What follows belongs to an exercise in optimizing a design on an open flow for small area, a short achievable clock period and few clock cycles; a production flow would make more cautious choices. RTL that was checked went through simulation tests only; none was proved equivalent to the original. Power figures rest on the tool's default switching activity, not on a simulated workload.

== the reference run ==
==> module top, before the edit <==
module top (
    input clk,
    input rst_n,
    input start,
    input valid,
    input [7:0] data_A,
    input [7:0] data_B,
    input [3:0] instruction,
    input [7:0] count,
    output reg [7:0] third_largest,
    output reg finish
);
    reg [7:0] a_q, b_q;
    reg [3:0] op_q;
    reg       item_q;      
    reg [7:0] r;           
    reg [7:0] remaining;   
    reg [7:0] largest, second_largest;
    reg       last1, last2;
    wire [7:0] alu_result;
    ALU alu_inst (
        .A(a_q),
        .Bx(b_q),
        .instruction(op_q),
        .item(item_q),
        .F(alu_result)
    );
    wire [7:0] b_neg = {|data_B[6:0], |data_B[5:0], |data_B[4:0], |data_B[3:0],
                        |data_B[2:0], |data_B[1:0], data_B[0], 1'b0};
    wire [7:0] low_zero = {~|remaining[6:0], ~|remaining[5:0], ~|remaining[4:0],
                           ~|remaining[3:0], ~|remaining[2:0], ~|remaining[1:0],
                           ~remaining[0], 1'b1};
    always @(posedge clk) begin
        a_q     <= data_A;
        b_q     <= data_B ^ ({8{instruction == 4'b0001}} & b_neg);    
        op_q    <= instruction;
        r       <= alu_result;
        if (start)
            remaining <= count;
        else if (valid)
            remaining <= remaining ^ low_zero;
    end
    always @(posedge clk or negedge rst_n) begin
        if (!rst_n)
            item_q <= 1'b0;
        else
            item_q <= valid;
    end
    always @(posedge clk or negedge rst_n) begin
        if (!rst_n) begin
            last1  <= 1'b0;
            last2  <= 1'b0;
            finish <= 1'b0;
        end else begin
            last1  <= (valid && remaining == 8'd1) || (start && count == 8'd0);
            last2  <= last1;
            finish <= last2;
        end
    end
    function [1:0] cmp8;
        input [7:0] a, b;
        reg [7:0] g, l;
        reg [3:0] g1, l1;
        reg [1:0] g2, l2;
        integer i;
        begin
            g = a & ~b;
            l = ~a & b;
            for (i = 0; i < 4; i = i + 1) begin
                g1[i] = g[2*i+1] | (~l[2*i+1] & g[2*i]);
                l1[i] = l[2*i+1] | (~g[2*i+1] & l[2*i]);
            end
            for (i = 0; i < 2; i = i + 1) begin
                g2[i] = g1[2*i+1] | (~l1[2*i+1] & g1[2*i]);
                l2[i] = l1[2*i+1] | (~g1[2*i+1] & l1[2*i]);
            end
            cmp8 = {g2[1] | (~l2[1] & g2[0]), l2[1] | (~g2[1] & l2[0])};
        end
    endfunction
    wire gt1, lt1, gt2, lt2, gt3, lt3;
    assign {gt1, lt1} = cmp8(r, largest);
    assign {gt2, lt2} = cmp8(r, second_largest);
    assign {gt3, lt3} = cmp8(r, third_largest);
    wire eq1 = ~gt1 & ~lt1;
    wire eq2 = ~gt2 & ~lt2;
    wire upd1 = gt1 | start;
    wire upd2 = (gt2 & ~eq1) | start;
    wire upd3 = gt3 & ~eq2 & ~eq1;
    wire [7:0] new2 = gt1 ? largest : r;
    wire [7:0] new3 = gt2 ? second_largest : r;
    always @(posedge clk) begin
        if (upd1) largest <= r;
        if (upd2) second_largest <= new2;
        third_largest <= upd3 ? new3 : (third_largest & {8{~start}});
    end
endmodule
Settings: LEC_CHECK=0, CAP_MARGIN=20, CORE_MARGIN=2, CORE_UTILIZATION=40, SETUP_SLACK_MARGIN=3.7, SLEW_MARGIN=20; clock period 6.0 ns.
standard.sh (not shown) runs the stock make flow with config.mk's settings and CLKGATE_MAP_FILE= SYNTH_SCRIPT=/design/flow/synth_recipe.tcl, a recipe that flattens the netlist after the stock synthesis.
==> flow/flow/run.sh <==
#!/bin/bash
# Standard layout, except:
#  - plain buffers (buf_1) on the ports instead of the delay buffers
#    buffer_ports picks by default;
#  - synthesis maps the logic with a delay-driven ABC script
#    (flow/abc_delay.script) instead of ORFS's abc_speed script. Everything
#    else in synthesis is the standard flow's own (flow/synth.tcl is synth_recipe.tcl with
#    an abc wrapper that swaps in the script), so the registers are the same.
set -o pipefail
FLOW_DIR=$(cd "$(dirname "$0")" && pwd)
export BUFFER_PORTS_ARGS="-buffer_cell sky130_fd_sc_hd__buf_1"
export MY_ABC_SCRIPT=$FLOW_DIR/abc_delay.script
bash standard.sh SYNTH_SCRIPT=$FLOW_DIR/synth.tcl finish > standard.log 2>&1
==> flow/flow/abc_delay.script <==
strash
dch
map -D 1000
buffer -p
upsize -D 1000
dnsize -D 1000
stime -p
==> flow/flow/synth.tcl <==
proc synth {args} { yosys synth -nofsm -noshare {*}$args }

proc abc {args} {
  set i [lsearch -exact $args -script]
  if {$i >= 0 && [info exists ::env(MY_ABC_SCRIPT)]} { lset args [expr {$i + 1}] $::env(MY_ABC_SCRIPT) }
  yosys abc {*}$args
}
source $::env(SCRIPTS_DIR)/synth.tcl
# left out here: clear keep_hierarchy, flatten, clean up, hide names made inside functions, write 1_2_yosys.v
Relative to the reference run, the following input files were edited for the trial run:
-- flow/design.v --
<<< the reference run, line 124
    wire upd1 = gt1 | start;
    wire upd2 = (gt2 & ~eq1) | start;
    wire upd3 = gt3 & ~eq2 & ~eq1;
    wire [7:0] new2 = gt1 ? largest : r;
    wire [7:0] new3 = gt2 ? second_largest : r;
    always @(posedge clk) begin
        if (upd1) largest <= r;
        if (upd2) second_largest <= new2;
        third_largest <= upd3 ? new3 : (third_largest & {8{~start}});
    end
endmodule
>>> the trial run, line 124
    wire upd1 = gt1 | start;
    wire upd2 = (gt2 & ~eq1) | start;
    wire upd3 = (gt3 & ~eq2 & ~eq1) | start;
    wire [7:0] new2 = gt1 ? largest : r;
    wire [7:0] new3 = gt2 ? second_largest : r;
    always @(posedge clk) begin
        if (upd1) largest        <= r;
        if (upd2) second_largest <= new2;
        if (upd3) third_largest  <= new3;
    end
endmodule
## What came out
Taking the reference run as the reference, in the trial run design internal power has decreased, worst slack on hold paths down 0.0030 ns.
The trial run vs the reference run, critical path class: register to primary output vs input pin to register
The trial run against the reference run: minimum setup slack in the final design now sits higher, clock power has decreased, post-route non-filler standard cell count went down by 16.
The reference run has a higher power than the trial run.
As of the trial run, multi-input combinational cell count had fallen by a few percent compared to the reference run.
Testbench counts of the trial run, summed over its fixed seeds: cycles 3,621.
Only the layout flow was run in the reference run; the RTL was not checked for function there.

[re-timing with driven ports]
The results above use ideal ports. As a check the final layouts listed here were re-extracted and re-timed, cells and wires unchanged. Step 1 sets driving cells, clkbuf_16 on the clock port and buf_2 on the other inputs (assumed; they add their load-dependent delay and slew). Step 2 adds t to the input delays and takes it off the output delays; t is the mean of the earliest and latest rising clock arrival at the registers after step 1. Input paths then give back, and output paths get back, about the clock's delay inside the block. Three values: ideal, step 1, step 2; two values: the first two.
run	t, ns	setup WS [ns]	hold slack, ns	worst setup path after step 2	pins driven straight from the clock port
the reference run	0.364	3.844 / 3.855 / 3.491	0.358 / 0.358 / 0.358	input to register	1
the trial run	0.360	3.874 / 3.844 / 3.525	0.355 / 0.355 / 0.355	input to register	1
After both steps setup and hold are still met in every run listed. The setup slack of the reference run, which loses most, moves by +0.011 ns with the drivers and by -0.353 ns with both steps.
